Context: an optimization exercise on an open-source flow, tuned for a short achievable clock period and few clock cycles. The choices shown serve that exercise and are no tape-out recipe.
At most, simulation tests tie the RTL to the original design; equivalence was not proved.
For runs 1 and 2, only the layout was checked, not whether the RTL still works.
No activity file was given, so power comes from the tool's default toggle rates.

### flow/config.mk
export PLATFORM = sky130hd
export DESIGN_NAME = datapath
export DESIGN_NICKNAME = datapath
export VERILOG_FILES = /design/flow/design.v
export SDC_FILE = /design/flow/constraint.sdc
export NUM_CORES = 8
export LEC_CHECK = 0
export CAP_MARGIN = 25
export CORE_MARGIN = 2
export CORE_UTILIZATION = 40
export SETUP_SLACK_MARGIN = 3.2
export SLEW_MARGIN = 20
### flow/constraint.sdc
create_clock -name core_clock -period 5.8 [get_ports {clock}]
set_input_delay 1.1600 -clock core_clock [delete_from_list [all_inputs] [get_ports {clock}]]
set_output_delay 1.1600 -clock core_clock [all_outputs]
set_load 0.01 [all_outputs]
### flow/design.v
module csa64(input [63:0] x, y, z, output [63:0] s, c);
assign s = x ^ y ^ z;
assign c = ((x & y) | (x & z) | (y & z)) << 1;
endmodule
module booth_enc(input [31:0] b, input sgn, output [50:0] dig);
wire [34:0] bx = {{2{sgn & b[31]}}, b, 1'b0};
genvar i;
generate
	for (i = 0; i < 17; i = i + 1) begin : d
		assign dig[3*i]   = bx[2*i] ^ bx[2*i+1];
		assign dig[3*i+1] = (bx[2*i+2] & ~bx[2*i+1] & ~bx[2*i]) | (~bx[2*i+2] & bx[2*i+1] & bx[2*i]);
		assign dig[3*i+2] = bx[2*i+2] & ~(bx[2*i+1] & bx[2*i]);
	end
endgenerate
endmodule
module mul_pp(input [31:0] a, input sgn, input [50:0] dig, output [511:0] rows);
wire [32:0] ax = {sgn & a[31], a};
reg [64*18-1:0] pp;
integer i, j;
reg one, two, neg;
reg [63:0] m;
always @* begin
	pp = {64*18{1'b0}};
	for (i = 0; i < 17; i = i + 1) begin
		one = dig[3*i];
		two = dig[3*i+1];
		neg = dig[3*i+2];
		m = 64'b0;
		for (j = 0; j < 64; j = j + 1)
			m[j] = (one & ((j < 33) ? ax[j] : ax[32])) | (two & ((j == 0) ? 1'b0 : (j < 34) ? ax[j-1] : ax[32]));
		m = {64{neg}} ^ m;
		pp[64*i +: 64] = m << (2*i);
		pp[64*17 + 2*i] = neg;
	end
end
wire [64*12-1:0] t;
genvar k;
generate
	for (k = 0; k < 6; k = k + 1) begin : l1
		csa64 c(.x(pp[64*(3*k) +: 64]), .y(pp[64*(3*k+1) +: 64]), .z(pp[64*(3*k+2) +: 64]), .s(t[64*(2*k) +: 64]), .c(t[64*(2*k+1) +: 64]));
	end
	for (k = 0; k < 4; k = k + 1) begin : l2
		csa64 c(.x(t[64*(3*k) +: 64]), .y(t[64*(3*k+1) +: 64]), .z(t[64*(3*k+2) +: 64]), .s(rows[128*k +: 64]), .c(rows[128*k+64 +: 64]));
	end
endgenerate
endmodule
module mul_red(input [511:0] rows, output [191:0] out);
wire [63:0] u0, u1, u2, u3, u4, u5, v0, v1, v2, v3;
csa64 c0(.x(rows[0 +: 64]), .y(rows[64 +: 64]), .z(rows[128 +: 64]), .s(u0), .c(u1));
csa64 c1(.x(rows[192 +: 64]), .y(rows[256 +: 64]), .z(rows[320 +: 64]), .s(u2), .c(u3));
assign u4 = rows[384 +: 64];
assign u5 = rows[448 +: 64];
csa64 c2(.x(u0), .y(u1), .z(u2), .s(v0), .c(v1));
csa64 c3(.x(u3), .y(u4), .z(u5), .s(v2), .c(v3));
wire [63:0] w0, w1;
csa64 c4(.x(v0), .y(v1), .z(v2), .s(w0), .c(w1));
assign out = {v3, w1, w0};
endmodule
module mul_red3(input [191:0] rows, output [63:0] s, c);
csa64 c0(.x(rows[0 +: 64]), .y(rows[64 +: 64]), .z(rows[128 +: 64]), .s(s), .c(c));
endmodule
module mul_fin(input [127:0] rows, output [32:0] lo, output [31:0] hi0, hi1);
wire [63:0] s = rows[63:0];
wire [63:0] c = rows[127:64];
assign lo = {1'b0, s[31:0]} + {1'b0, c[31:0]};
assign hi0 = s[63:32] + c[63:32];
wire [32:0] hi1x = {s[63:32], 1'b1} + {c[63:32], 1'b1};
assign hi1 = hi1x[32:1];
endmodule
module datapath (input clock, reset,
		 output [31:0] imem_addr,
		 input  [31:0] imem_rdata,
		 output        dmem_we,
		 output [31:0] dmem_addr, dmem_wdata,
		 input  [31:0] dmem_rdata);
reg [31:2] pcw;		 
reg [31:2] pcx;		 
wire [31:0] pc_f = {pcx, 2'b00};
reg        v_d, pred_d, spred_d, lpf_d;
reg [31:0] ins_d, pc4_d, rsv_d, rtv_d;
reg [31:2] pcs_d;
reg [16:0] blo_d;
reg [13:0] pch_d, pchi_d, pchd_d;
reg        he_rs, he_rt, hm_rs, hm_rt;	 
reg        hmw_rs, hmw_rt, hww_rs, hww_rt;	 
reg        mf_d, ldst_d;
reg [31:0] a_e, b_e, sd_e, alt_e, bt_e;
reg        sld_e, lta_e, ltb_e;
reg        we_e, ld_e, st_e, br_e, brl_e, inv_e, eq_e, crs_e, mul_e, msg_e, kill_e;
reg [4:0]  wr_e;
reg        arith_e, sub_e, xp_e, xg_e, xt_e, xn_e, xb_e, sls_e, slu_e, mhi_e, mlo_e;
reg [31:0] res_m, sd_m;
reg        we_m, ld_m, st_m;
reg [4:0]  wr_m;
reg        bl_m, inv_l, eq_l, crs_l;
reg [31:0] alt_l, bt_l;
reg [31:0] wd_w, wdq;
reg        we_w;
reg [4:0]  wr_w;
reg [31:0] ma, hi0, hi1;
reg [32:0] lo;
reg [50:0] mdig;
reg        msg, mv1, mv2;
reg [511:0] mrows8;
reg [127:0] mrows2;
reg [31:0] rf [1:31];
wire stall_d, redirect, redirect_m;
wire [31:0] redirect_pc;
wire [31:0] memval = ld_m ? dmem_rdata : res_m;
wire [31:0] ins_f = imem_rdata;
wire [4:0]  rs_f = ins_f[25:21];
wire [4:0]  rt_f = ins_f[20:16];
wire [31:0] pc4_f = pc_f + 32'd4;
localparam NL = 8;
localparam LTB = 8;
reg [NL-1:0] lv, lconf, lex;	 
reg [LTB-1:0] ltag [0:NL-1];
reg [LTB-1:0] ltagp [0:NL-1];	 
reg [7:0]  lcnt [0:NL-1];
reg [7:0]  ltrip [0:NL-1];
reg        lflip_q;
reg [LTB-1:0] ltg_e, ltg_l;
reg        cinv_e, cinv_l, lpf_e, lpf_l, lbw_e, lbw_l, lq_bw;
reg [NL-1:0] lhit_d, lhit_e, lhit_l;
integer lh;
always @* for (lh = 0; lh < NL; lh = lh + 1) lhit_d[lh] = lv[lh] & (ltag[lh] == pcs_d[LTB+1:2]);
wire [5:0]  op_f = ins_f[31:26];
wire jmp_f = op_f == 6'b000010;
wire beq_f = op_f == 6'b000100;
wire bne_f = op_f == 6'b000101;
wire same_f = rs_f == rt_f;
wire [17:0] blo_x = {1'b0, pc_f[17:2], 1'b1} + {1'b0, ins_f[15:0], 1'b1};
wire [16:0] blo_f = blo_x[17:1];
wire [31:0] btgt_f = {pc_f[31:18], blo_f[15:0], 2'b00};
wire spred_f = (beq_f & (same_f | ins_f[15])) | (bne_f & ~same_f);
wire lpf_f = lflip_q & (beq_f | bne_f);	 
wire pred_f = spred_f ^ lpf_f;
wire [31:0] jtgt_f = {pc4_f[31:28], ins_f[25:0], 2'b00};
wire [31:0] npc_f = jmp_f ? jtgt_f : pred_f ? btgt_f : pc4_f;
reg lflip_n;
integer li;
always @* begin
	lflip_n = 1'b0;
	for (li = 0; li < NL; li = li + 1)
		lflip_n = lflip_n | (lex[li] & (ltagp[li] == pcx[LTB+1:2]));
end
always @(posedge clock)
begin
	if (reset | redirect) lflip_q <= 1'b0;
	else if (~stall_d) lflip_q <= lflip_n & ~jmp_f & ~pred_f;
end
always @(posedge clock)
begin
	if (reset) pcw <= 30'b0;
	else if (redirect) pcw <= redirect_pc[31:2];
	else if (~stall_d) pcw <= npc_f[31:2];
end
always @(posedge clock or posedge reset)
begin
	if (reset) pcx <= 30'b0;
	else if (redirect) pcx <= redirect_pc[31:2];
	else if (~stall_d) pcx <= npc_f[31:2];
end
assign imem_addr = {pcw, 2'b00};
wire rt0_f = op_f == 6'b000000;
wire [5:0] fn_f = ins_f[5:0];
wire ralu_f = rt0_f & (fn_f == 6'h20 | fn_f == 6'h21 | fn_f == 6'h22 | fn_f == 6'h23 | fn_f == 6'h24 |
		       fn_f == 6'h25 | fn_f == 6'h26 | fn_f == 6'h01 | fn_f == 6'h2a | fn_f == 6'h2b);
wire mul_f = rt0_f & (fn_f == 6'h18 | fn_f == 6'h19);
wire ialu_f = op_f == 6'h08 | op_f == 6'h09 | op_f == 6'h0a | op_f == 6'h0b | op_f == 6'h0c |
	      op_f == 6'h0d | op_f == 6'h0e;
wire urs_f = ralu_f | mul_f | ialu_f | op_f == 6'h23 | op_f == 6'h2b;
wire urt_f = ralu_f | mul_f;
wire mf_f = rt0_f & (fn_f == 6'h10 | fn_f == 6'h12);
wire [31:0] rf_rs = (rs_f == 5'b0) ? 32'b0 : rf[rs_f];
wire [31:0] rf_rt = (rt_f == 5'b0) ? 32'b0 : rf[rt_f];
wire [5:0] op = ins_d[31:26];
wire [5:0] fn = ins_d[5:0];
wire [4:0] rs = ins_d[25:21];
wire [4:0] rt = ins_d[20:16];
wire [4:0] rd = ins_d[15:11];
wire rtype = op == 6'b000000;
wire f_add  = rtype & (fn == 6'h20 | fn == 6'h21);
wire f_sub  = rtype & (fn == 6'h22 | fn == 6'h23);
wire f_and  = rtype & fn == 6'h24;
wire f_or   = rtype & fn == 6'h25;
wire f_xor  = rtype & fn == 6'h26;
wire f_xnor = rtype & fn == 6'h01;
wire f_slt  = rtype & fn == 6'h2a;
wire f_sltu = rtype & fn == 6'h2b;
wire f_hi   = rtype & fn == 6'h10;
wire f_lo   = rtype & fn == 6'h12;
wire f_mul  = rtype & (fn == 6'h18 | fn == 6'h19);
wire i_add  = op == 6'h08 | op == 6'h09;
wire i_slt  = op == 6'h0a;
wire i_sltu = op == 6'h0b;
wire i_and  = op == 6'h0c;
wire i_or   = op == 6'h0d;
wire i_xor  = op == 6'h0e;
wire i_lui  = op == 6'h0f;
wire i_lw   = op == 6'h23;
wire i_sw   = op == 6'h2b;
wire i_beq  = op == 6'h04;
wire i_bne  = op == 6'h05;
wire i_br   = i_beq | i_bne;
wire r_alu  = f_add | f_sub | f_and | f_or | f_xor | f_xnor | f_slt | f_sltu;
wire i_alu  = i_add | i_slt | i_sltu | i_and | i_or | i_xor;
wire use_imm = i_alu | i_lui | i_lw | i_sw;
wire sub_d  = f_sub | f_slt | f_sltu | i_slt | i_sltu;
wire [4:0] wr_d = rtype ? rd : rt;
wire we_d = (r_alu | f_hi | f_lo | i_alu | i_lui | i_lw) & (wr_d != 5'b0);
wire zext = i_and | i_or | i_xor;
wire [31:0] imm_d = i_lui ? {ins_d[15:0], 16'b0} : {{16{ins_d[15] & ~zext}}, ins_d[15:0]};
wire hit_e_rs = he_rs & we_e;
wire hit_e_rt = he_rt & we_e;
wire [31:0] rsb = hmw_rs ? wd_w : hww_rs ? wdq : rsv_d;
wire [31:0] rtb = hmw_rt ? wd_w : hww_rt ? wdq : rtv_d;
wire [31:0] v_rs = (hm_rs & we_m) ? memval : rsb;
wire [31:0] v_rt = (hm_rt & we_m) ? memval : rtb;
wire hs = hm_rs & we_m;
wire ht = hm_rt & we_m;
wire eq_rr = rsb == rtb;
wire eq_ar = res_m == rtb;
wire eq_dr = dmem_rdata == rtb;
wire eq_ra = rsb == res_m;
wire eq_rd = rsb == dmem_rdata;
wire eq_d = (hs & ht) | (hs & ~ht & (ld_m ? eq_dr : eq_ar)) | (~hs & ht & (ld_m ? eq_rd : eq_ra)) |
	    (~hs & ~ht & eq_rr);
wire ld_use = ldst_d & we_e;
wire mf_wait = mf_d & (mul_e | mv1 | mv2);
assign stall_d = v_d & (ld_use | mf_wait);
wire go_d = v_d & ~stall_d;
always @(posedge clock)
begin
	if (reset | redirect) v_d <= 1'b0;
	else if (~stall_d) v_d <= 1'b1;
	ldst_d <= ~stall_d & v_d & i_lw & ((wr_d == rs_f & urs_f) | (wr_d == rt_f & urt_f));
	if (stall_d) begin
		rsv_d <= v_rs;
		rtv_d <= v_rt;
		hmw_rs <= 1'b0;
		hmw_rt <= 1'b0;
		hww_rs <= 1'b0;
		hww_rt <= 1'b0;
		hm_rs <= wr_e == rs;
		hm_rt <= wr_e == rt;
	end else begin
		ins_d <= ins_f;
		pc4_d <= pc4_f;
		pcs_d <= pcx;
		blo_d <= blo_f;
		pch_d <= pc_f[31:18];
		pchi_d <= pc_f[31:18] + 14'd1;
		pchd_d <= pc_f[31:18] - 14'd1;
		pred_d <= pred_f;
		spred_d <= spred_f;
		lpf_d <= lpf_f;
		rsv_d <= rf_rs;
		rtv_d <= rf_rt;
		hmw_rs <= we_m & (wr_m == rs_f);
		hmw_rt <= we_m & (wr_m == rt_f);
		hww_rs <= we_w & (wr_w == rs_f);
		hww_rt <= we_w & (wr_w == rt_f);
		mf_d <= mf_f;
		he_rs <= wr_d == rs_f;
		he_rt <= wr_d == rt_f;
		hm_rs <= wr_e == rs_f;
		hm_rt <= wr_e == rt_f;
	end
end
wire [31:0] res_e;
wire fb_d = hit_e_rt & ~use_imm;
wire [31:0] v_b = use_imm ? imm_d : v_rt;
wire [13:0] bhi_d = (blo_d[16] == ins_d[15]) ? pch_d : blo_d[16] ? pchi_d : pchd_d;
wire [31:0] btgt_d = {bhi_d, blo_d[15:0], 2'b00};
wire [31:0] bpre = sub_d ? ~v_b : v_b;
wire fbp = fb_d & ~sub_d;
wire fbn = fb_d & sub_d;
always @(posedge clock)
begin
	if (reset) begin
		kill_e <= 1'b0;
		we_e <= 1'b0; ld_e <= 1'b0; st_e <= 1'b0; br_e <= 1'b0; mul_e <= 1'b0;
	end else begin
		kill_e <= redirect;
		we_e <= go_d & we_d;
		ld_e <= go_d & i_lw;
		st_e <= go_d & i_sw;
		br_e <= go_d & i_br;
		mul_e <= go_d & f_mul;
	end
	wr_e <= wr_d;
	inv_e <= i_bne ^ pred_d;	 
	cinv_e <= i_bne ^ spred_d;	 
	lpf_e <= lpf_d;
	ltg_e <= pcs_d[LTB+1:2];
	lbw_e <= ins_d[15];
	lhit_e <= lhit_d;
	eq_e <= eq_d;
	msg_e <= ~fn[0];
	alt_e <= pred_d ? pc4_d : btgt_d;
	bt_e <= btgt_d;
	crs_e <= pred_d & (blo_d[16] != ins_d[15]);
	a_e <= hit_e_rs ? res_e : v_rs;
	b_e <= fbp ? res_e : fbn ? ~res_e : bpre;
	sd_e <= hit_e_rt ? res_e : v_rt;
	sld_e <= hit_e_rt & ld_e;
	lta_e <= hit_e_rs & ld_e;
	ltb_e <= hit_e_rt & ld_e;
	brl_e <= hit_e_rs | hit_e_rt;
	arith_e <= f_add | i_add | i_lw | i_sw | f_sub;
	sub_e <= sub_d;
	xp_e <= f_add | i_add | i_lw | i_sw | f_sub | f_xor | i_xor;
	xg_e <= f_and | i_and;
	xt_e <= f_or | i_or;
	xn_e <= f_xnor;
	xb_e <= i_lui;
	sls_e <= f_slt | i_slt;
	slu_e <= f_sltu | i_sltu;
	mhi_e <= f_hi;
	mlo_e <= f_lo;
end
wire [31:0] a = a_e;
wire [31:0] b = b_e;	 
wire [31:0] g0 = a & b;
wire [31:0] t0 = a | b;
wire [31:0] p0 = a ^ b;
wire [31:0] hi = lo[32] ? hi1 : hi0;
wire [31:0] x = ({32{xp_e}} & p0) | ({32{xg_e}} & g0) | ({32{xt_e}} & t0) | ({32{xn_e}} & ~p0)
	      | ({32{xb_e}} & b_e) | ({32{mhi_e}} & hi) | ({32{mlo_e}} & lo[31:0]);
reg [31:0] g, p, gn, pn;
integer i, l;
always @* begin
	g = g0; p = t0;
	g[0] = g0[0] | (t0[0] & sub_e);
	for (l = 1; l < 32; l = l * 2) begin
		gn = g; pn = p;
		for (i = l; i < 32; i = i + 1) begin
			gn[i] = g[i] | (p[i] & g[i-l]);
			pn[i] = p[i] & p[i-l];
		end
		g = gn; p = pn;
	end
end
wire [31:0] c = {g[30:0], sub_e};
wire [31:0] r = x ^ (c & {32{arith_e}});
wire lt = (sls_e & (p0[31] ? ~g[30] : a[31])) | (slu_e & ~g[31]);
assign res_e = {r[31:1], r[0] | lt};
wire misp_e = eq_e ^ inv_e;
wire redirect_e = br_e & ~kill_e & ~brl_e & (misp_e | crs_e);
wire go_e = ~kill_e & ~redirect_m;	 
wire misp_l = eq_l ^ inv_l;
assign redirect_m = bl_m & (misp_l | crs_l);
assign redirect = redirect_m | redirect_e;
wire lu_m = bl_m;
wire lu_e = br_e & ~kill_e & ~brl_e & ~redirect_m;
reg          lq_v, lq_go, lq_lpf;
reg [NL-1:0] lq_hit;
reg [LTB-1:0] lq_tag;
reg [2:0] lptr;
integer lk;
always @(posedge clock)
begin
	lq_hit <= lu_m ? lhit_l : lhit_e;	 
	lq_go <= lu_m ? ~(eq_l ^ cinv_l) : ~(eq_e ^ cinv_e);	 
	lq_lpf <= lu_m ? lpf_l : lpf_e;
	lq_tag <= lu_m ? ltg_l : ltg_e;
	lq_bw <= lu_m ? lbw_l : lbw_e;
	if (reset) begin
		lq_v <= 1'b0;
		lv <= {NL{1'b0}};
		lex <= {NL{1'b0}};	 
		lptr <= 3'b0;
	end else begin
		lq_v <= lu_m | lu_e;
		if (lq_v) begin
			if (|lq_hit) begin
				for (lk = 0; lk < NL; lk = lk + 1) if (lq_hit[lk]) begin
					if (lq_go) begin
						if (lcnt[lk] != 8'hff) lcnt[lk] <= lcnt[lk] + 8'd1;
						if (lq_lpf) lconf[lk] <= 1'b0;
						lex[lk] <= ~lq_lpf & lconf[lk] & (lcnt[lk] != 8'hff) & (lcnt[lk] + 8'd1 == ltrip[lk]);
					end else begin
						ltrip[lk] <= lcnt[lk];
						lconf[lk] <= lcnt[lk] != 8'hff;
						lcnt[lk] <= 8'd0;
						lex[lk] <= lcnt[lk] == 8'd0;
					end
				end
			end else if (~lq_go | lq_bw) begin
				lv[lptr] <= 1'b1;
				lconf[lptr] <= 1'b0;
				lex[lptr] <= 1'b0;
				ltag[lptr] <= lq_tag;
				ltagp[lptr] <= lq_tag - 1'b1;
				lcnt[lptr] <= {7'd0, lq_go};
				lptr <= lptr + 3'd1;
			end
		end
	end
end
assign redirect_pc = redirect_m ? ((crs_l & ~misp_l) ? bt_l : alt_l) : ((crs_e & ~misp_e) ? bt_e : alt_e);
always @(posedge clock)
begin
	if (reset) begin
		we_m <= 1'b0; ld_m <= 1'b0; st_m <= 1'b0; bl_m <= 1'b0;
	end else begin
		we_m <= we_e & go_e;
		ld_m <= ld_e & go_e;
		st_m <= st_e & go_e;
		bl_m <= br_e & brl_e & go_e;
	end
	wr_m <= wr_e;
	res_m <= res_e;
	sd_m <= sld_e ? dmem_rdata : sd_e;
	inv_l <= inv_e;
	cinv_l <= cinv_e;
	lpf_l <= lpf_e;
	ltg_l <= ltg_e;
	lbw_l <= lbw_e;
	lhit_l <= lhit_e;
	alt_l <= alt_e;
	bt_l <= bt_e;
	crs_l <= crs_e;
	eq_l <= (lta_e & ltb_e) | (lta_e & ~ltb_e & (dmem_rdata == b_e)) | (~lta_e & ltb_e & (a_e == dmem_rdata)) |
		(~lta_e & ~ltb_e & (a_e == b_e));
end
wire [50:0] dig;
wire [511:0] rows8;
wire [191:0] rows3;
wire [127:0] rows2;
wire [32:0] plo;
wire [31:0] phi0, phi1;
booth_enc menc(.b(b_e), .sgn(msg_e), .dig(dig));
mul_pp  mpp(.a(ma), .sgn(msg), .dig(mdig), .rows(rows8));
mul_red mrd(.rows(mrows8), .out(rows3));
mul_red3 mr3(.rows(rows3), .s(rows2[63:0]), .c(rows2[127:64]));
mul_fin mfn(.rows(mrows2), .lo(plo), .hi0(phi0), .hi1(phi1));
always @(posedge clock)
begin
	if (reset) begin
		mv1 <= 1'b0; mv2 <= 1'b0;
	end else begin
		mv1 <= mul_e & go_e;
		mv2 <= mv1;
	end
	if (mul_e & go_e) begin
		ma <= a_e;
		mdig <= dig;
		msg <= msg_e;
	end
	mrows8 <= rows8;
	mrows2 <= rows2;
	lo <= plo;
	hi0 <= phi0;
	hi1 <= phi1;
end
assign dmem_addr = res_m;
assign dmem_wdata = sd_m;
assign dmem_we = st_m;
always @(posedge clock)
begin
	if (reset) we_w <= 1'b0;
	else we_w <= we_m;
	wr_w <= wr_m;
	wd_w <= memval;
	wdq <= wd_w;
end
reg        rst_q;
reg [31:1] wrx_w;
integer k;
always @(posedge clock)
begin
	rst_q <= reset;
	for (k = 1; k < 32; k = k + 1) wrx_w[k] <= ~reset & we_m & (wr_m == k);
end
genvar gk;
generate
	for (gk = 1; gk < 32; gk = gk + 1) begin : rfw
		always @(posedge clock)
			if (rst_q) rf[gk] <= 32'b0;
			else if (wrx_w[gk]) rf[gk] <= wd_w;
	end
endgenerate
endmodule
### flow/flow/run.sh
#!/bin/bash
# Layout flow: the standard flow, with synthesis mapping all the logic, adders
# included, through ABC with a delay-oriented script (flow/speed.abc) in place of the
# default one and without the fixed full/half-adder cells, and the ports buffered with
# sky130_fd_sc_hd__buf_8 (the default choice is a slow delay cell). Everything else,
# including the registers that synthesis produces, is the standard flow's.
set -euo pipefail
here=$(pwd)
bash standard.sh SYNTH_SCRIPT=$here/flow/synth.tcl ADDER_MAP_FILE= "BUFFER_PORTS_ARGS=-buffer_cell sky130_fd_sc_hd__buf_8" finish > $here/standard.log 2>&1
### flow/flow/speed.abc
strash
dch
map -D 1000
buffer -c
topo
stime -c
upsize -c
dnsize -c
### flow/flow/synth.tcl
# The standard flow's synthesis script, with the ABC mapping script replaced by flow/speed.abc
set ::speed_abc [file join [file dirname [file normalize [info script]]] speed.abc]
proc abc {args} {
  set i [lsearch $args -script]
  lset args [expr {$i + 1}] $::speed_abc
  yosys abc {*}$args
}
source [file join [file dirname [file dirname [file normalize [info script]]]] synth_recipe.tcl]
### flow/standard.sh
#!/bin/bash
# synth_recipe.tcl (not shown) runs the flow's synth.tcl, then flattens the netlist and writes it again
# the make line also repeats each setting of config.mk as NAME=value (left out here)
make -C /OpenROAD-flow-scripts/flow DESIGN_CONFIG=/design/flow/config.mk WORK_HOME=/design/flow/orfs CLKGATE_MAP_FILE= SYNTH_SCRIPT=/design/flow/synth_recipe.tcl "${@:-finish}"
==> metrics.csv, run 1 <==
metric;value;unit
status;finished clean;
min_period;2.82;ns
fin_nets;18990;
peakVddDrop;0.000316;V
synthAdderAreaFrac;0.00358;
vias;144129;
grt_pass1_wl;901000;um
core;362000;um^2
min_path_type;reg2reg;
ff2ff_path_depth;5;
relSlewSlack;0.271;
fin_crit_sh;0.487;
r2r_slack;2.98;ns
critPathKind;reg2reg;
remaining_drc_errors;0;
ioPinCount;163;
yosysTopAreaCell;dfxtp_1;
ys_dominant_reg_cell;dfxtp_1;
antenna_found_initial;27;
grt_pass1_vias;131472;
synthArstFlopShare;0.0113;
drt_wl_total;633000;um
worst_slew_pin_slew;1.09;ns
setup.worst_path.start;b_e[31];
synth_cell_types;99;
synthSimpleGateAreaFrac;0.192;
finalHoldViolCount;0;
root_buffer;clkbuf_16;
synth_area_leaders;dfxtp_1 (30%), nand2_1 (8.8%), edfxtp_1 (8.8%), xor2_1 (6.6%), o21ai_0 (6.2%);
clkTransAtPathRegs;0.06;ns
routed_via_density;6.01;
cp.required;6.59;ns
cts.sinks;2664;
fin_skew;0.0941;ns
grt_max_degree;215;
num-fill-cells;35734;
cp-endpoint;eq_l;
die_w;607;um
power.density;269;nW/um^2
design_area;168000;um^2
grt_remaining_overflow;0;
stdcell_count;23970;
rows;221;
dr.max_layer_used;met5;
gp_congestion;1.02;
worst_skew_pair.late_latency;0.99;ns
place_inst;23191;
portBuffers;160;
ys_seq_area_frac;0.397;
wl_per_cell;26.4;um
crit_path_end_kind;flip-flop;
maxSlewViolCount;0;
m1WireLength;246000;um
die_h;607;um
synth-xor-area-share;0.0896;
wl_met2;277000;um
tns;0;ns
synth_top_area_frac;0.304;
wl_met3;60400;um
cts_made_buffers;303;
drt_first_iter_violations;18044;
grt_util_all_layers;0.328;
postRouteAntennaNets;0;
crit_arrival;3.61;ns
hpwl;443000;um
synth_compound_area_frac;0.248;
p_leak;68.8;nW
synthMuxAreaShare;0.00110;
yosys_warnings;36;
synth_top_family_by_area;compound AO/OA/AOI/OAI gates;
max_freq;354;MHz
dr.pass1.iters;9;
worstPathMaxFanout;7;
drv_cap;0;
power;45.0;mW
clock_path_buffers;4;
synth_edf_count;425;
start_kind;flip-flop;
ys_seq_elements;2664;
cts_max_level;5;
r2r_start;b_e[31];
setup_viol;0;
die_area;369000;um^2
syn-cell-area;145000;um^2
rsz0062_at_grt;true;
syn_to_final_growth;15.2;%
synthCells;19091;
place_area;153000;um^2
rr_endpoint;eq_l;
drive_gt1_frac;0.110;
start_util;0.402;
syn_avg_cell_area;7.62;um^2
tritoncts;built;
synthesized netlist by cell type (77+ instances only):
library cell / number
nand2_1: 3419
dfxtp_1: 2209
o21ai_0: 1811
a21oi_1: 1733
nor2_1: 1362
inv_1: 1244
xor2_1: 1089
nand3_1: 726
clkbuf_1: 715
a22oi_1: 705
o22ai_1: 676
edfxtp_1: 425
nand4_1: 322
buf_2: 299
xnor2_1: 206
o211ai_1: 161
a21boi_0: 127
a221oi_1: 125
nand3b_1: 113
nor3_1: 99
buf_1: 97
nor4_1: 93
or2_2: 86
a21o_1: 77
power by group:
group / internal [mW] / switching (mW) / total, mW
Combinational: 1.39 / 2.82 / 4.21
Clock: 11.4 / 8.38 / 19.8
Sequential: 20.1 / 1.00 / 21.1
how the worst min path moves through the flow:
stage	slack [ns]	depth (start not counted)	end	start
after global routing	0.34	0	lo[1]	mrows2[1]
after global placement	0.31	0	lo[1]	mrows2[1]
after detailed placement	0.32	0	lo[1]	mrows2[1]
final	0.33	0	bt_l[20]	bt_e[20]
after CTS	0.34	0	bt_l[20]	bt_e[20]
after floorplan	0.31	0	lo[0]	mrows2[0]
per-stage QoR:
step	worst slack, ns	utilization	hold slack [ns]
2_1_floorplan	2.55	-	0.310
3_3_place_gp	1.74	0.421	0.313
3_5_place_dp	1.80	0.421	0.323
4_1_cts	3.07	0.455	0.336
5_1_grt	3.11	0.463	0.337
6_report	2.98	0.463	0.330
worst max-delay path: stages, from the launching register on:
cell	delay (ns)
dfxtp_1	0.43
xnor2_1	0.69
nand4_1	0.20
nor4_1	0.77
a31oi_1	0.31
o32ai_1	0.29
cell families after synthesis:
logic type                 Yosys count
adders and majority gates           52
muxes                               16
xor gates and xnor gates          1369
and+or+nand+nor                   6468
DFF                               2664
buffers and inverters             2499
AOI/OAI and AO/OA                 6022
other                                1
cell usage in the layout, fill, tap and decap left out, types with 60 or more instances in the layout:
master and count:
nand2_1 3389, nand3_1 681, nand4_1 322, xor2_1 1081
xnor2_1 200, clkbuf_1 71, dfxtp_2 80, o22ai_1 674
nand3b_1 114, dfxtp_1 2056, o21ai_1 132, dfxtp_4 73
a21oi_1 1703, nor4_1 64, and2_1 70, o211ai_1 161
a21boi_0 121, buf_4 399, nor2_2 60, a21o_1 77
a221oi_1 85, clkbuf_16 320, edfxtp_1 425, o21ai_0 1683
or2_2 85, nor3_1 82, nor2_1 1289, inv_1 1170
a22oi_1 678, buf_8 169
per-layer routing:
metal  global-route usage  vias up
li1                     -    66366
met1                0.405    67747
met2                0.515     7871
met3               0.0715     2112
met4                0.218       33
met5                    0        -
sequential cells by signal (all words and copies together), names as in the netlist, 33 cells and up:
signal	cells
rf	992
mrows8	336
mrows2	123
lcnt	64
ltag	64
ltagp	64
ltrip	64
mdig	50
lo	33
cell type report:
type	count	area, um^2	area share
Multi-Input combinational cell	13936	80500	0.480
Timing Repair inverter	7	55.1	0.000328
Antenna cell	5	12.5	0.0000746
Inverter	1339	5680	0.0339
Clock buffer	429	8720	0.0520
Tap cell	4794	6000	0.0358
Sequential cell	2664	58100	0.347
Clock inverter	123	1310	0.00783
Timing Repair Buffer	673	7230	0.0431
timing repair:
| item | in CTS | in global routing |
|---|---|---|
| gates cloned | 7 | 13 |
| setup endpoints to repair | 940 | 487 |
| hold buffers | 0 | 0 |
| buffers inserted | 62 | 135 |
| gates resized for setup | 464 | 445 |
| pin swaps | 26 | 68 |
==> inputs of run 2 (changes only) <==
--- a/flow/design.v
+++ b/flow/design.v
@@ -74,15 +74,14 @@
 		 output [31:0] dmem_addr, dmem_wdata,
 		 input  [31:0] dmem_rdata);
 reg [31:2] pcw;		 
-reg [31:2] pcx;		 
-wire [31:0] pc_f = {pcx, 2'b00};
+wire [31:0] pc_f = {pcw, 2'b00};
 reg        v_d, pred_d, spred_d, lpf_d;
 reg [31:0] ins_d, pc4_d, rsv_d, rtv_d;
 reg [31:2] pcs_d;
+reg [3:0]  pj4_d;
 reg [16:0] blo_d;
 reg [13:0] pch_d, pchi_d, pchd_d;
 reg        he_rs, he_rt, hm_rs, hm_rt;	 
-reg        hmw_rs, hmw_rt, hww_rs, hww_rt;	 
 reg        mf_d, ldst_d;
 reg [31:0] a_e, b_e, sd_e, alt_e, bt_e;
 reg        sld_e, lta_e, ltb_e;
@@ -94,7 +93,7 @@
 reg [4:0]  wr_m;
 reg        bl_m, inv_l, eq_l, crs_l;
 reg [31:0] alt_l, bt_l;
-reg [31:0] wd_w, wdq;
+reg [31:0] wd_w;
 reg        we_w;
 reg [4:0]  wr_w;
 reg [31:0] ma, hi0, hi1;
@@ -112,15 +111,15 @@
 wire [4:0]  rt_f = ins_f[20:16];
 wire [31:0] pc4_f = pc_f + 32'd4;
 localparam NL = 8;
-localparam LTB = 8;
-reg [NL-1:0] lv, lconf, lex;	 
+localparam LTB = 12;
+reg [NL-1:0] lv, lconf;
 reg [LTB-1:0] ltag [0:NL-1];
 reg [LTB-1:0] ltagp [0:NL-1];	 
 reg [7:0]  lcnt [0:NL-1];
 reg [7:0]  ltrip [0:NL-1];
 reg        lflip_q;
 reg [LTB-1:0] ltg_e, ltg_l;
-reg        cinv_e, cinv_l, lpf_e, lpf_l, lbw_e, lbw_l, lq_bw;
+reg        cinv_e, cinv_l, lpf_e, lpf_l;
 reg [NL-1:0] lhit_d, lhit_e, lhit_l;
 integer lh;
 always @* for (lh = 0; lh < NL; lh = lh + 1) lhit_d[lh] = lv[lh] & (ltag[lh] == pcs_d[LTB+1:2]);
@@ -136,13 +135,37 @@
 wire lpf_f = lflip_q & (beq_f | bne_f);	 
 wire pred_f = spred_f ^ lpf_f;
 wire [31:0] jtgt_f = {pc4_f[31:28], ins_f[25:0], 2'b00};
-wire [31:0] npc_f = jmp_f ? jtgt_f : pred_f ? btgt_f : pc4_f;
+localparam NJ = 4;
+localparam NJB = 2;
+reg [NJ-1:0] jv;
+reg [29:0] jtag [0:NJ-1];
+reg [29:0] jdst [0:NJ-1];
+reg [NJ-1:0] jhit_f;
+reg [29:0] jt_f;
+integer u;
+always @* begin
+	jt_f = 30'b0;
+	for (u = 0; u < NJ; u = u + 1) begin
+		jhit_f[u] = jv[u] & (jtag[u] == pcw);
+		jt_f = jt_f | ({30{jhit_f[u]}} & jdst[u]);
+	end
+end
+reg        fold_q;
+reg [29:0] fdst_q;
+wire [31:0] seq_f = fold_q ? {fdst_q, 2'b00} : pc4_f;
+wire [31:0] npc_f = jmp_f ? jtgt_f : pred_f ? btgt_f : seq_f;
+always @(posedge clock)
+begin
+	if (reset | redirect) fold_q <= 1'b0;
+	else if (~stall_d) fold_q <= (|jhit_f) & ~fold_q & ~jmp_f & ~pred_f;
+	if (~stall_d) fdst_q <= jt_f;
+end
 reg lflip_n;
 integer li;
 always @* begin
 	lflip_n = 1'b0;
 	for (li = 0; li < NL; li = li + 1)
-		lflip_n = lflip_n | (lex[li] & (ltagp[li] == pcx[LTB+1:2]));
+		lflip_n = lflip_n | (lv[li] & lconf[li] & (fold_q ? (ltag[li] == fdst_q[LTB-1:0]) : (ltagp[li] == pcw[LTB+1:2])) & (lcnt[li] == ltrip[li]));
 end
 always @(posedge clock)
 begin
@@ -155,13 +178,7 @@
 	else if (redirect) pcw <= redirect_pc[31:2];
 	else if (~stall_d) pcw <= npc_f[31:2];
 end
-always @(posedge clock or posedge reset)
-begin
-	if (reset) pcx <= 30'b0;
-	else if (redirect) pcx <= redirect_pc[31:2];
-	else if (~stall_d) pcx <= npc_f[31:2];
-end
-assign imem_addr = {pcw, 2'b00};
+assign imem_addr = pc_f;
 wire rt0_f = op_f == 6'b000000;
 wire [5:0] fn_f = ins_f[5:0];
 wire ralu_f = rt0_f & (fn_f == 6'h20 | fn_f == 6'h21 | fn_f == 6'h22 | fn_f == 6'h23 | fn_f == 6'h24 |
@@ -174,6 +191,10 @@
 wire mf_f = rt0_f & (fn_f == 6'h10 | fn_f == 6'h12);
 wire [31:0] rf_rs = (rs_f == 5'b0) ? 32'b0 : rf[rs_f];
 wire [31:0] rf_rt = (rt_f == 5'b0) ? 32'b0 : rf[rt_f];
+wire [31:0] rsw_f = (we_w & (wr_w == rs_f)) ? wd_w : rf_rs;
+wire [31:0] rtw_f = (we_w & (wr_w == rt_f)) ? wd_w : rf_rt;
+wire [31:0] rsv_f = (we_m & (wr_m == rs_f)) ? memval : rsw_f;
+wire [31:0] rtv_f = (we_m & (wr_m == rt_f)) ? memval : rtw_f;
 wire [5:0] op = ins_d[31:26];
 wire [5:0] fn = ins_d[5:0];
 wire [4:0] rs = ins_d[25:21];
@@ -213,17 +234,15 @@
 wire [31:0] imm_d = i_lui ? {ins_d[15:0], 16'b0} : {{16{ins_d[15] & ~zext}}, ins_d[15:0]};
 wire hit_e_rs = he_rs & we_e;
 wire hit_e_rt = he_rt & we_e;
-wire [31:0] rsb = hmw_rs ? wd_w : hww_rs ? wdq : rsv_d;
-wire [31:0] rtb = hmw_rt ? wd_w : hww_rt ? wdq : rtv_d;
-wire [31:0] v_rs = (hm_rs & we_m) ? memval : rsb;
-wire [31:0] v_rt = (hm_rt & we_m) ? memval : rtb;
+wire [31:0] v_rs = (hm_rs & we_m) ? memval : rsv_d;
+wire [31:0] v_rt = (hm_rt & we_m) ? memval : rtv_d;
 wire hs = hm_rs & we_m;
 wire ht = hm_rt & we_m;
-wire eq_rr = rsb == rtb;
-wire eq_ar = res_m == rtb;
-wire eq_dr = dmem_rdata == rtb;
-wire eq_ra = rsb == res_m;
-wire eq_rd = rsb == dmem_rdata;
+wire eq_rr = rsv_d == rtv_d;
+wire eq_ar = res_m == rtv_d;
+wire eq_dr = dmem_rdata == rtv_d;
+wire eq_ra = rsv_d == res_m;
+wire eq_rd = rsv_d == dmem_rdata;
 wire eq_d = (hs & ht) | (hs & ~ht & (ld_m ? eq_dr : eq_ar)) | (~hs & ht & (ld_m ? eq_rd : eq_ra)) |
 	    (~hs & ~ht & eq_rr);
 wire ld_use = ldst_d & we_e;
@@ -238,16 +257,13 @@
 	if (stall_d) begin
 		rsv_d <= v_rs;
 		rtv_d <= v_rt;
-		hmw_rs <= 1'b0;
-		hmw_rt <= 1'b0;
-		hww_rs <= 1'b0;
-		hww_rt <= 1'b0;
 		hm_rs <= wr_e == rs;
 		hm_rt <= wr_e == rt;
 	end else begin
 		ins_d <= ins_f;
-		pc4_d <= pc4_f;
-		pcs_d <= pcx;
+		pc4_d <= seq_f;
+		pcs_d <= pcw;
+		pj4_d <= pc4_f[31:28];
 		blo_d <= blo_f;
 		pch_d <= pc_f[31:18];
 		pchi_d <= pc_f[31:18] + 14'd1;
@@ -255,12 +271,8 @@
 		pred_d <= pred_f;
 		spred_d <= spred_f;
 		lpf_d <= lpf_f;
-		rsv_d <= rf_rs;
-		rtv_d <= rf_rt;
-		hmw_rs <= we_m & (wr_m == rs_f);
-		hmw_rt <= we_m & (wr_m == rt_f);
-		hww_rs <= we_w & (wr_w == rs_f);
-		hww_rt <= we_w & (wr_w == rt_f);
+		rsv_d <= rsv_f;
+		rtv_d <= rtv_f;
 		mf_d <= mf_f;
 		he_rs <= wr_d == rs_f;
 		he_rt <= wr_d == rt_f;
@@ -268,6 +280,35 @@
 		hm_rt <= wr_e == rt_f;
 	end
 end
+wire i_j = op == 6'b000010;
+reg        jq_v, jq2_v;
+reg [29:0] jq_tag, jq_dst, jq2_tag, jq2_dst;
+reg [NJ-1:0] jdup;
+integer w;
+always @* for (w = 0; w < NJ; w = w + 1) jdup[w] = jv[w] & (jtag[w] == jq_tag);
+reg [NJB-1:0] jptr;
+always @(posedge clock)
+begin
+	jq_tag <= pcs_d - 30'd2;
+	jq_dst <= {pj4_d, ins_d[25:0]};
+	jq2_tag <= jq_tag;
+	jq2_dst <= jq_dst;
+	if (reset) begin
+		jq_v <= 1'b0;
+		jq2_v <= 1'b0;
+		jv <= {NJ{1'b0}};
+		jptr <= {NJB{1'b0}};
+	end else begin
+		jq_v <= v_d & i_j;
+		jq2_v <= jq_v & ~(|jdup);
+		if (jq2_v) begin
+			jv[jptr] <= 1'b1;
+			jtag[jptr] <= jq2_tag;
+			jdst[jptr] <= jq2_dst;
+			jptr <= jptr + 1'b1;
+		end
+	end
+end
 wire [31:0] res_e;
 wire fb_d = hit_e_rt & ~use_imm;
 wire [31:0] v_b = use_imm ? imm_d : v_rt;
@@ -294,7 +335,6 @@
 	cinv_e <= i_bne ^ spred_d;	 
 	lpf_e <= lpf_d;
 	ltg_e <= pcs_d[LTB+1:2];
-	lbw_e <= ins_d[15];
 	lhit_e <= lhit_d;
 	eq_e <= eq_d;
 	msg_e <= ~fn[0];
@@ -365,11 +405,9 @@
 	lq_go <= lu_m ? ~(eq_l ^ cinv_l) : ~(eq_e ^ cinv_e);	 
 	lq_lpf <= lu_m ? lpf_l : lpf_e;
 	lq_tag <= lu_m ? ltg_l : ltg_e;
-	lq_bw <= lu_m ? lbw_l : lbw_e;
 	if (reset) begin
 		lq_v <= 1'b0;
 		lv <= {NL{1'b0}};
-		lex <= {NL{1'b0}};	 
 		lptr <= 3'b0;
 	end else begin
 		lq_v <= lu_m | lu_e;
@@ -379,21 +417,18 @@
 					if (lq_go) begin
 						if (lcnt[lk] != 8'hff) lcnt[lk] <= lcnt[lk] + 8'd1;
 						if (lq_lpf) lconf[lk] <= 1'b0;
-						lex[lk] <= ~lq_lpf & lconf[lk] & (lcnt[lk] != 8'hff) & (lcnt[lk] + 8'd1 == ltrip[lk]);
 					end else begin
 						ltrip[lk] <= lcnt[lk];
 						lconf[lk] <= lcnt[lk] != 8'hff;
 						lcnt[lk] <= 8'd0;
-						lex[lk] <= lcnt[lk] == 8'd0;
 					end
 				end
-			end else if (~lq_go | lq_bw) begin
+			end else if (~lq_go) begin
 				lv[lptr] <= 1'b1;
 				lconf[lptr] <= 1'b0;
-				lex[lptr] <= 1'b0;
 				ltag[lptr] <= lq_tag;
 				ltagp[lptr] <= lq_tag - 1'b1;
-				lcnt[lptr] <= {7'd0, lq_go};
+				lcnt[lptr] <= 8'd0;
 				lptr <= lptr + 3'd1;
 			end
 		end
@@ -417,7 +452,6 @@
 	cinv_l <= cinv_e;
 	lpf_l <= lpf_e;
 	ltg_l <= ltg_e;
-	lbw_l <= lbw_e;
 	lhit_l <= lhit_e;
 	alt_l <= alt_e;
 	bt_l <= bt_e;
@@ -464,22 +498,14 @@
 	else we_w <= we_m;
 	wr_w <= wr_m;
 	wd_w <= memval;
-	wdq <= wd_w;
 end
-reg        rst_q;
-reg [31:1] wrx_w;
 integer k;
 always @(posedge clock)
 begin
-	rst_q <= reset;
-	for (k = 1; k < 32; k = k + 1) wrx_w[k] <= ~reset & we_m & (wr_m == k);
-end
-genvar gk;
-generate
-	for (gk = 1; gk < 32; gk = gk + 1) begin : rfw
-		always @(posedge clock)
-			if (rst_q) rf[gk] <= 32'b0;
-			else if (wrx_w[gk]) rf[gk] <= wd_w;
+	if (reset) begin
+		for (k = 1; k < 32; k = k + 1) rf[k] <= 32'b0;
+	end else if (we_w) begin
+		rf[wr_w] <= wd_w;
 	end
-endgenerate
+end
 endmodule
==> flow/flow/run.sh (replaced) <==
#!/bin/bash
# Layout flow: the standard flow, with synthesis mapping the logic through ABC with a
# delay-oriented script (flow/speed.abc) in place of the default one, and the timing
# repair after global routing run with pessimistic wire parasitics (flow/pre_grt.tcl).
# Everything else, including the registers that synthesis produces, is the standard flow's.
set -euo pipefail
here=$(pwd)
bash standard.sh SYNTH_SCRIPT=$here/flow/synth.tcl PRE_GLOBAL_ROUTE_TCL=$here/flow/pre_grt.tcl finish > $here/standard.log 2>&1
==> flow/flow/pre_grt.tcl (new file) <==
set rc_scale 1.25
foreach {layer c r} {li1 1.499e-04 7.176e-02 met1 1.72375e-04 8.929e-04 met2 1.36233e-04 8.929e-04
                     met3 2.14962e-04 1.567e-04 met4 1.48128e-04 1.567e-04 met5 1.54087e-04 1.781e-05} {
  set_layer_rc -layer $layer -capacitance [expr {$c * $rc_scale}] -resistance [expr {$r * $rc_scale}]
}
set_wire_rc -signal -layer met1
set_wire_rc -clock -layer met3
==> flow/flow/speed.abc (replaced) <==
&get -n
&st
&dch
&nf
&put
buffer -c
topo
stime -c
upsize -c
dnsize -c
==> metrics.csv, run 2 <==
metric;value;unit
syn-cell-area;159000;um^2
clkTransAtPathRegs;0.07;ns
rows;231;
ys_seq_area_frac;0.498;
relSlewSlack;0.271;
min_period;2.99;ns
synthArstFlopShare;0;
holdWs;0.257;ns
final_cell_mix;edfxtp_1 (1787), dfxtp_1 (1081), and2_1 (1001);
synth_top_area_frac;0.337;
rsz0062_at_grt;true;
synth_edf_count;1787;
largest_reg_flops;1024;
synth_most_common_cell;edfxtp_1;
tns;0;ns
synth_cell_types;93;
yosysTopAreaCell;edfxtp_1;
yosys_warnings;3;
power.density;276;nW/um^2
worst_slew_pin_slew;1.09;ns
comb_power_share;0.127;
remaining_drc_errors;0;
ys_dominant_reg_cell;edfxtp_1;
max_freq;334;MHz
vias;117724;
grt_remaining_overflow;0;
gp_congestion;1.01;
syn_to_final_growth;23.7;%
fin_nets;14917;
cts_max_level;5;
num-fill-cells;33801;
syn_avg_cell_area;12.0;um^2
peakVddDrop;0.000264;V
seqPwrFrac;0.461;
final_common_cell;edfxtp_1;
postCtsHoldBufs;0;
start_kind;flip-flop;
die_h;635;um
portBuffers;160;
routed_via_density;6.03;
maxSlewViolCount;0;
fin_skew;0.123;ns
start_util;0.402;
dr.pass1.iters;10;
status;finished clean;
grt_pass1_vias;113485;
tritoncts;built;
grt_pass1_wl;843000;um
synth_area_leaders;edfxtp_1 (34%), dfxtp_1 (16%), mux4_2 (7.2%), fa_1 (7.2%), xor2_1 (4.2%);
top_regs;rf (1024), mrows8 (336), mrows2 (123);
crit_arrival;3.80;ns
p_clk_frac;0.412;
clock_path_buffers;4;
cts_made_buffers;346;
core;396000;um^2
p_leak;75.7;nW
drive_gt1_frac;0.263;
die_area;403000;um^2
top_register;rf;
synthCells;13293;
grt_util_all_layers;0.287;
ys_seq_elements;3072;
min_path_type;reg2reg;
cts.sinks;3072;
hpwl;372000;um
critPathKind;reg2reg;
fin_crit_sh;0.516;
drv_cap;0;
antenna_found_initial;25;
crit_path_end_kind;flip-flop;
die_w;635;um
switching_share;0.270;
finalHoldViolCount;0;
worst_skew_pair.late_latency;1.05;ns
drt_wl_total;614000;um
root_buffer;clkbuf_16;
wl_per_cell;31.4;um
grt_max_degree;100;
design_area;197000;um^2
cp.required;6.61;ns
place_area;167000;um^2
p_switching;14.7;mW
synth_commonest_cells;edfxtp_1 (1787), dfxtp_1 (1285), and2_1 (1013);
p_int;39.7;mW
setup_viol;0;
worstPathMaxFanout;6;
drt_first_iter_violations;15854;
ioPinCount;163;
postRouteAntennaNets;0;
==> run 2: power groups by stage <==
| stage | clock network [mW] | registers (mW) | logic [mW] |
|---|---|---|---|
| 2_1_floorplan | 0 | 25.0 | 3.04 |
| 3_3_place_gp | 0 | 25.4 | 4.86 |
| 3_5_place_dp | 0 | 25.5 | 4.89 |
| 4_1_cts | 22.6 | 25.0 | 5.82 |
| 5_1_grt | 24.6 | 25.3 | 7.75 |
| 6_report | 22.4 | 25.1 | 6.93 |
==> run 2: critical path, stage by stage, from the launching register on <==
cell      delay [ns]
dfxtp_4         0.36
buf_12          0.10
buf_12          0.13
nand4_1         0.10
buf_6           0.14
nor4_4          0.34
buf_4           0.22
and3_4          0.25
buf_6           0.12
nand2_2         0.05
xnor2_1         0.14
mux2_4          0.29
a221o_1         0.31
o211ai_1        0.09
a21oi_1         0.08
==> run 2: logic make-up (layout without fill, tap and decap cells) <==
family / Yosys count / after routing / synth area share
xor gates and xnor gates: 1441 / 1441 / 0.0793
DFF: 3072 / 3072 / 0.498
other: 1 / 17 / 0.0000235
and+or+nand+nor: 2880 / 2898 / 0.0952
buffers and inverters: 1919 / 2883 / 0.0461
AOI/OAI and AO/OA: 2424 / 2426 / 0.102
muxes: 702 / 702 / 0.0851
adders and majority gates: 854 / 854 / 0.0940
==> run 2: per-layer routing <==
layer	vias to the layer above	routed length, um	global-route usage	part of all wire
met5	-	194	0.00248	0.00032
met1	59472	231000	0.373	0.38
met3	1869	64400	0.0611	0.10
li1	49008	-	-	-
met2	7365	271000	0.440	0.44
met4	10	46500	0.175	0.076
==> run 2: final cells by class <==
| type | instances | area (um^2) | share of cell area |
|---|---|---|---|
| Multi-Input combinational cell | 8324 | 79800 | 0.405 |
| Clock inverter | 156 | 1770 | 0.00899 |
| Timing Repair inverter | 1 | 11.3 | 0.0000571 |
| Clock buffer | 474 | 9690 | 0.0491 |
| Antenna cell | 14 | 35.0 | 0.000178 |
| Timing Repair Buffer | 1388 | 15900 | 0.0807 |
| Tap cell | 5242 | 6560 | 0.0333 |
| Sequential cell | 3072 | 79900 | 0.405 |
| Inverter | 864 | 3440 | 0.0175 |
==> run 2: worst paths after layout <==
| path | startpoint | endpoint | slack (ns) | cells past startpoint |
|---|---|---|---|---|
| worst min register to register | jq_dst[24] | jq2_dst[24] | 0.26 | 0 |
| worst min-delay path | jq_dst[24] | jq2_dst[24] | 0.26 | 0 |
| worst max register to register | pcw[8] | pcw[20] | 2.81 | 14 |
| worst max-delay path | pcw[8] | pcw[20] | 2.81 | 14 |
==> run 2: what timing repair did <==
item / 4_1_cts / 5_1_grt
pin swaps: 240 / 394
endpoints found under the setup margin: 1773 / 1678
setup buffers: 376 / 405
gates resized for setup: 1659 / 1141
hold endpoints to repair: 0 / 0
cloned: 51 / 44
==> run 2: stage by stage <==
| stage | power (mW) | std cells | util | setup WS [ns] |
|---|---|---|---|---|
| floorplan | 28.0 | 13295 | - | 2.39 |
| global placement | 30.3 | 17997 | 0.421 | 1.32 |
| detailed placement | 30.3 | 18009 | 0.422 | 1.35 |
| CTS | 53.4 | 19066 | 0.474 | 2.83 |
| global route | 57.6 | 19526 | 0.497 | 2.56 |
| finish | 54.4 | 19535 | 0.497 | 2.81 |
==> inputs of run 3 (changes only) <==
--- a/flow/design.v
+++ b/flow/design.v
@@ -99,8 +99,9 @@
 reg [31:0] ma, hi0, hi1;
 reg [32:0] lo;
 reg [50:0] mdig;
-reg        msg, mv1, mv2;
+reg        msg, mv1, mv2, mv3;
 reg [511:0] mrows8;
+reg [191:0] mrows3;
 reg [127:0] mrows2;
 reg [31:0] rf [1:31];
 wire stall_d, redirect, redirect_m;
@@ -114,7 +115,6 @@
 localparam LTB = 12;
 reg [NL-1:0] lv, lconf;
 reg [LTB-1:0] ltag [0:NL-1];
-reg [LTB-1:0] ltagp [0:NL-1];	 
 reg [7:0]  lcnt [0:NL-1];
 reg [7:0]  ltrip [0:NL-1];
 reg        lflip_q;
@@ -160,12 +160,13 @@
 	else if (~stall_d) fold_q <= (|jhit_f) & ~fold_q & ~jmp_f & ~pred_f;
 	if (~stall_d) fdst_q <= jt_f;
 end
+wire [LTB-1:0] lkey = fold_q ? fdst_q[LTB-1:0] : pcw[LTB+1:2] + 1'b1;
 reg lflip_n;
 integer li;
 always @* begin
 	lflip_n = 1'b0;
 	for (li = 0; li < NL; li = li + 1)
-		lflip_n = lflip_n | (lv[li] & lconf[li] & (fold_q ? (ltag[li] == fdst_q[LTB-1:0]) : (ltagp[li] == pcw[LTB+1:2])) & (lcnt[li] == ltrip[li]));
+		lflip_n = lflip_n | (lv[li] & lconf[li] & (ltag[li] == lkey) & (lcnt[li] == ltrip[li]));
 end
 always @(posedge clock)
 begin
@@ -246,7 +247,7 @@
 wire eq_d = (hs & ht) | (hs & ~ht & (ld_m ? eq_dr : eq_ar)) | (~hs & ht & (ld_m ? eq_rd : eq_ra)) |
 	    (~hs & ~ht & eq_rr);
 wire ld_use = ldst_d & we_e;
-wire mf_wait = mf_d & (mul_e | mv1 | mv2);
+wire mf_wait = mf_d & (mul_e | mv1 | mv2 | mv3);
 assign stall_d = v_d & (ld_use | mf_wait);
 wire go_d = v_d & ~stall_d;
 always @(posedge clock)
@@ -427,7 +428,6 @@
 				lv[lptr] <= 1'b1;
 				lconf[lptr] <= 1'b0;
 				ltag[lptr] <= lq_tag;
-				ltagp[lptr] <= lq_tag - 1'b1;
 				lcnt[lptr] <= 8'd0;
 				lptr <= lptr + 3'd1;
 			end
@@ -468,23 +468,23 @@
 booth_enc menc(.b(b_e), .sgn(msg_e), .dig(dig));
 mul_pp  mpp(.a(ma), .sgn(msg), .dig(mdig), .rows(rows8));
 mul_red mrd(.rows(mrows8), .out(rows3));
-mul_red3 mr3(.rows(rows3), .s(rows2[63:0]), .c(rows2[127:64]));
+mul_red3 mr3(.rows(mrows3), .s(rows2[63:0]), .c(rows2[127:64]));
 mul_fin mfn(.rows(mrows2), .lo(plo), .hi0(phi0), .hi1(phi1));
 always @(posedge clock)
 begin
 	if (reset) begin
-		mv1 <= 1'b0; mv2 <= 1'b0;
+		mv1 <= 1'b0; mv2 <= 1'b0; mv3 <= 1'b0;
 	end else begin
 		mv1 <= mul_e & go_e;
 		mv2 <= mv1;
+		mv3 <= mv2;
 	end
-	if (mul_e & go_e) begin
-		ma <= a_e;
-		mdig <= dig;
-		msg <= msg_e;
-	end
+	ma <= a_e;
+	mdig <= dig;
+	msg <= msg_e;
 	mrows8 <= rows8;
-	mrows2 <= rows2;
+	mrows3 <= rows3;
+	if (mv3) mrows2 <= rows2;
 	lo <= plo;
 	hi0 <= phi0;
 	hi1 <= phi1;
==> flow/flow/run.sh (replaced) <==
#!/bin/bash
# Layout flow: the standard flow, with synthesis mapping the logic through ABC with a
# delay-oriented script (flow/speed.abc) in place of the default one. Everything else,
# including the registers that synthesis produces, is the standard flow's.
set -euo pipefail
here=$(pwd)
bash standard.sh SYNTH_SCRIPT=$here/flow/synth.tcl finish > $here/standard.log 2>&1
--- a/flow/config.mk
+++ b/flow/config.mk
@@ -8,5 +8,5 @@
 export CAP_MARGIN = 25
 export CORE_MARGIN = 2
 export CORE_UTILIZATION = 40
-export SETUP_SLACK_MARGIN = 3.2
+export SETUP_SLACK_MARGIN = 3.0
 export SLEW_MARGIN = 20
removed: flow/flow/pre_grt.tcl
==> metrics.csv, run 3 <==
metric;value;unit
fin_nets;14113;
postRouteAntennaNets;0;
wl_per_cell;31.1;um
design_area;184000;um^2
syn_avg_cell_area;12.2;um^2
final_util;0.466;
synthCells;13042;
cp.required;6.67;ns
cts.sinks;3141;
fin_skew;0.0892;ns
drive_gt1_frac;0.193;
grt_pass1_vias;110135;
power.density;419;nW/um^2
start_util;0.401;
die_w;633;um
maxSlewViolCount;0;
status;finished clean;
grt_max_degree;93;
max_freq;319;MHz
portBuffers;160;
synth_top_area_frac;0.328;
syn-cell-area;158000;um^2
tritoncts;built;
setup_viol;0;
syn_to_final_growth;16.3;%
cts_max_level;5;
fin_crit_sh;0.540;
remaining_drc_errors;0;
crit_arrival;4.00;ns
final_common_cell;edfxtp_1;
cts_made_buffers;340;
start_kind;flip-flop;
slowest_stage;dfxtp_4;
critPathKind;reg2reg;
place_area;166000;um^2
p_leak;69.4;nW
synth_most_common_cell;edfxtp_1;
hp-start;jq_dst[7];
yosysTopAreaCell;edfxtp_1;
top_regs;rf (1024), mrows8 (336), mrows3 (164);
die_area;401000;um^2
worst_slew_pin_slew;1.23;ns
hpwl;387000;um
vias;112968;
path_buf_inv;3;
drt_first_iter_violations;14253;
ioPinCount;163;
min_path_type;reg2reg;
cpMostUsedCell;buf_4;
worst_skew_pair.late_latency;1.00;ns
rows;231;
synth_commonest_cells;edfxtp_1 (1731), dfxtp_1 (1410), and2_1 (1014);
largest_reg_flops;1024;
setup.worst_path.start;pcw[4];
relSlewSlack;0.161;
finalHoldViolCount;0;
drt_wl_total;585000;um
clock_path_buffers;4;
grt_util_all_layers;0.284;
rsz0062_at_grt;true;
crit_family;compound AO/OA/AOI/OAI gates;
die_h;633;um
grt_remaining_overflow;0;
routed_via_density;6.02;
num-fill-cells;35119;
synth_area_leaders;edfxtp_1 (33%), dfxtp_1 (18%), mux4_2 (7.3%), fa_1 (7.2%), and2_1 (4.0%);
worstPathMaxFanout;9;
core;395000;um^2
synthArstFlopShare;0;
dr.pass1.iters;10;
gp_congestion;1.02;
ys_seq_area_frac;0.506;
peakVddDrop;0.000269;V
final_cell_mix;edfxtp_1 (1731), dfxtp_1 (1263), and2_1 (1007);
antenna_found_initial;52;
top_register;rf;
grt_pass1_wl;821000;um
synth_cell_types;106;
drv_cap;0;
crit_chain;buf_4 > nand4_4 > nor3_1 > o31a_1 > buf_4 > inv_2 > a22oi_1 > o2111ai_1 > nor4_2 > a32oi_1 > a31o_1 > a21boi_1;
cpPeakStageDelay;0.42;ns
min_period;3.13;ns
ys_seq_elements;3141;
synth_edf_count;1731;
r2r_start;pcw[4];
crit_path_end_kind;flip-flop;
clkTransAtPathRegs;0.06;ns
yosys_warnings;3;
tns;0;ns
root_buffer;clkbuf_16;
postCtsHoldBufs;0;
ys_dominant_reg_cell;edfxtp_1;
run 3: changes by cell type in the layout (fill, tap and decap cells not counted), moves of 71 or more:
cell | previous run | this run
xor2_1 | 719 | 487
buf_4 | 755 | 537
buf_6 | 257 | 60
dfxtp_1 | 1081 | 1263
inv_1 | 756 | 652
buf_12 | 149 | 58
a21oi_1 | 322 | 393
run 3: routing by layer:
metal / part of all wire / vias up / global-route usage
li1: - / 47427 / -
met1: 0.38 / 57393 / 0.369
met2: 0.44 / 6718 / 0.434
met3: 0.10 / 1410 / 0.0606
met4: 0.072 / 20 / 0.175
met5: 0.00024 / - / 0
run 3: metrics by stage:
step | setup WS, ns | hold slack (ns) | cells | total power [mW]
final | 2.67 | 0.306 | 18780 | 77.3
after detailed placement | 1.06 | 0.312 | 17794 | 54.3
after floorplan | 2.47 | 0.310 | 13044 | 44.9
after CTS | 2.80 | 0.321 | 18615 | 77.4
after global routing | 2.65 | 0.325 | 18773 | 81.6
after global placement | 0.969 | 0.310 | 17786 | 53.8
run 3: layout make-up:
cell class              count  area [um^2]  share of cell area
well taps                5242         6560              0.0356
flip-flops and latches   3141        80600               0.437
clock inverters           177         1930              0.0105
repair buffers            847         8210              0.0446
multi-input cells        8167        74500               0.404
clock buffers             455         9640              0.0523
repair inverters            1         5.00           0.0000272
diodes                     56          140            0.000761
inverters                 694         2700              0.0146
run 3: cells by family (layout without fill, tap and decap cells):
| group | after synthesis | in the layout | share of synthesized area |
|---|---|---|---|
| xor gates and xnor gates | 1215 | 1215 | 0.0673 |
| and+or+nand+nor | 2888 | 2889 | 0.0954 |
| AOI/OAI and AO/OA | 2473 | 2473 | 0.107 |
| adders and majority gates | 855 | 855 | 0.0946 |
| other | 1 | 59 | 0.0000237 |
| DFF | 3141 | 3141 | 0.506 |
| buffers and inverters | 1737 | 2174 | 0.0424 |
| muxes | 732 | 732 | 0.0876 |
run 3: what timing repair did:
item | 4_1_cts | 5_1_grt
pin swaps | 69 | 125
endpoints found under the setup margin | 745 | 489
gates resized for setup | 930 | 344
gates cloned | 11 | 12
buffers inserted | 178 | 96
run 3: path summary, 6_finish.rpt:
path                     end  slack, ns  cells past startpoint
hold / removal    jq2_dst[7]       0.31                      0
setup / recovery     lflip_q       2.67                     12
setup reg to reg     lflip_q       2.67                     12
hold reg to reg   jq2_dst[7]       0.31                      0
run 3: power by group:
| part | total, mW | switching (mW) | internal [mW] |
|---|---|---|---|
| clock | 22.7 | 9.55 | 13.2 |
| combinational | 24.9 | 14.4 | 10.5 |
| sequential | 29.6 | 2.34 | 27.3 |
| total | 77.3 | 26.3 | 50.9 |
Testbench counts of run 3, summed over its fixed seeds: cycles 52,628.
==> inputs of run 4 (changes only) <==
--- a/flow/config.mk
+++ b/flow/config.mk
@@ -8,5 +8,5 @@
 export CAP_MARGIN = 25
 export CORE_MARGIN = 2
 export CORE_UTILIZATION = 40
-export SETUP_SLACK_MARGIN = 3.0
+export SETUP_SLACK_MARGIN = 3.2
 export SLEW_MARGIN = 20
==> metrics.csv, run 4 <==
metric;value;unit
postRouteAntennaNets;0;
top_usage_layer;met2;
worst_skew_pair.late_latency;1.06;ns
synth_top_area_frac;0.328;
p_leak;71.7;nW
worstPathMaxFanout;8;
fin_skew;0.140;ns
use_met3;0.0668;
ff2ff_path_depth;12;
worst_slew_pin_slew;1.18;ns
ys_dominant_reg_cell;edfxtp_1;
clock_path_buffers;4;
clkTransAtPathRegs;0.06;ns
slowest_stage;nor4_2;
antenna_found_initial;76;
syn_to_final_growth;19.8;%
dr.pass1.iters;10;
min_period;2.91;ns
wl_per_cell;32.0;um
cts_max_level;5;
die_h;633;um
critical_path_depth;12;
ys_seq_area_frac;0.506;
min_path_type;reg2reg;
root_buffer;clkbuf_16;
gp_congestion;1.01;
final_cell_mix;edfxtp_1 (1731), dfxtp_1 (1199), and2_1 (1008);
top_regs;rf (1024), mrows8 (336), mrows3 (164);
path_buf_inv;3;
r2r_slack;2.89;ns
r2r_start;pcw[10];
relSlewSlack;0.196;
maxSlewViolCount;0;
grt_max_degree;71;
tns;0;ns
finalHoldViolCount;0;
design_area;190000;um^2
power;78.1;mW
ys_seq_elements;3141;
crit_family;simple AND/OR/NAND/NOR gates;
num-fill-cells;34551;
final_common_cell;edfxtp_1;
hpwl;389000;um
remaining_drc_errors;0;
grt_util_all_layers;0.292;
syn_avg_cell_area;12.2;um^2
status;finished clean;
cts_made_buffers;348;
die_w;633;um
synth_edf_count;1731;
rows;231;
drive_gt1_frac;0.227;
drt_wl_total;609000;um
grt_pass1_wl;842000;um
setup_viol;0;
vias;116469;
die_area;401000;um^2
peakVddDrop;0.000319;V
critPathKind;reg2reg;
cp-endpoint;lflip_q;
place_inst;17783;
grt_pass1_vias;111620;
rr_endpoint;lflip_q;
drt_first_iter_violations;17111;
place_area;166000;um^2
synth_area_leaders;edfxtp_1 (33%), dfxtp_1 (18%), mux4_2 (7.3%), fa_1 (7.2%), and2_1 (4.0%);
stdcell_count;19030;
synthArstFlopShare;0;
rsz0062_at_grt;true;
fin_crit_sh;0.501;
postCtsHoldBufs;0;
ioPinCount;163;
cts.sinks;3141;
syn-cell-area;158000;um^2
start_kind;flip-flop;
grt_util_met2;0.434;
routed_via_density;6.12;
crit_chain;buf_8 > buf_6 > and4_1 > and4_1 > o31ai_4 > buf_6 > xnor2_1 > o2111ai_1 > nor4_2 > nor4bb_4 > a31o_1 > a21boi_1;
met1_usage;0.383;
fin_nets;14370;
cp.required;6.70;ns
crit_path_end_kind;flip-flop;
portBuffers;160;
drv_cap;0;
max_freq;344;MHz
power.density;411;nW/um^2
yosys_warnings;3;
largest_reg_flops;1024;
cpPeakStageDelay;0.39;ns
core;395000;um^2
setup.worst_path.start;pcw[10];
yosysTopAreaCell;edfxtp_1;
synth_cell_types;106;
tritoncts;built;
top_register;rf;
start_util;0.401;
synth_most_common_cell;edfxtp_1;
crit_arrival;3.81;ns
grt_remaining_overflow;0;
synth_commonest_cells;edfxtp_1 (1731), dfxtp_1 (1410), and2_1 (1014);
synthCells;13042;
==> run 4: layout make-up <==
cell class                      count  area [um^2]  share of cell area
Clock buffer                      451         9570              0.0504
Inverter                          694         2740              0.0144
Clock inverter                    196         2060              0.0108
Sequential cell                  3141        80800               0.426
Tap cell                         5242         6560              0.0346
Timing Repair Buffer             1089        11900              0.0627
Antenna cell                       42          105            0.000554
Multi-Input combinational cell   8174        76100               0.401
Timing Repair inverter              1         8.76           0.0000461
==> run 4: worst min path at each step <==
stage	start	end	cells after the start
5_1_grt	jq_dst[22]	jq2_dst[22]	0
3_3_place_gp	jq_dst[8]	jq2_dst[8]	0
4_1_cts	jq_dst[10]	jq2_dst[10]	0
3_5_place_dp	mrows8[3]	mrows3[3]	0
2_1_floorplan	jq_dst[0]	jq2_dst[0]	0
6_report	jq_dst[10]	jq2_dst[10]	0
==> run 4: metrics by stage <==
stage               utilization  setup slack [ns]  hold slack [ns]
floorplan                     -              2.69            0.310
global placement          0.420              1.18            0.310
detailed placement        0.421              1.20            0.312
CTS                       0.470              2.84            0.322
global route              0.480              2.84            0.328
finish                    0.480              2.89            0.322
==> run 4: where the power goes <==
| part | switching, mW | total, mW | internal [mW] |
|---|---|---|---|
| sequential | 2.55 | 29.9 | 27.3 |
| clock | 9.73 | 22.8 | 13.1 |
| combinational | 14.6 | 25.4 | 10.8 |
==> run 4: per-layer routing <==
metal | share of wire | vias up
li1 | - | 48016
met1 | 0.38 | 58859
met2 | 0.43 | 7801
met3 | 0.11 | 1755
met4 | 0.078 | 38
met5 | 0.00058 | -
==> run 4: cell families (layout without fill, tap and decap cells) <==
logic type / Yosys count / after routing / synth area share
other: 1 / 45 / 0.0000237
muxes: 732 / 733 / 0.0876
adders and majority gates: 855 / 855 / 0.0946
DFF: 3141 / 3141 / 0.506
and+or+nand+nor: 2888 / 2894 / 0.0954
buffers and inverters: 1737 / 2431 / 0.0424
xor gates and xnor gates: 1215 / 1215 / 0.0673
AOI/OAI and AO/OA: 2473 / 2474 / 0.107
==> run 4: repair_timing <==
item / in CTS / in global routing
cloned: 30 / 25
resized for setup: 1607 / 489
buffers inserted: 306 / 197
endpoints found under the hold margin: 0 / 0
setup endpoints to repair: 1812 / 775
pin swaps: 191 / 212

separate check: timing with driven ports:
In the flow no input, the clock included, has a driving cell. The finished layouts below were timed again as built, in two steps.
Step 1 assumes that a clkbuf_16 drives the clock port and a buf_2 every other input.
Step 2 also shifts input and output timing later by t, the mid clock arrival at the registers, as if the neighbouring blocks saw the same clock.
a / b / c = ideal ports / drivers / drivers and shift; a / b = the first two.
| run | shift t [ns] | setup WS [ns] | slew at the worst register clock pin (ns) | worst slew at a driven data input, ns | pins driven straight from the clock port |
|---|---|---|---|---|---|
| run 1 | 1.059 | 2.976 / 2.976 / 2.068 | 0.07 / 0.07 | 0.18 | 1 |
| run 2 | 1.103 | 2.810 / 2.729 / 1.847 | 0.07 / 0.07 | 0.37 | 1 |
| run 3 | 1.064 | 2.669 / 2.669 / 1.747 | 0.07 / 0.07 | 0.34 | 1 |
| run 4 | 1.097 | 2.894 / 2.840 / 1.818 | 0.07 / 0.07 | 0.36 | 1 |
After both steps setup and hold are still met in every run listed. For run 4, which loses most, drivers alone change the setup slack by -0.054 ns; drivers and shift together by -1.076 ns.
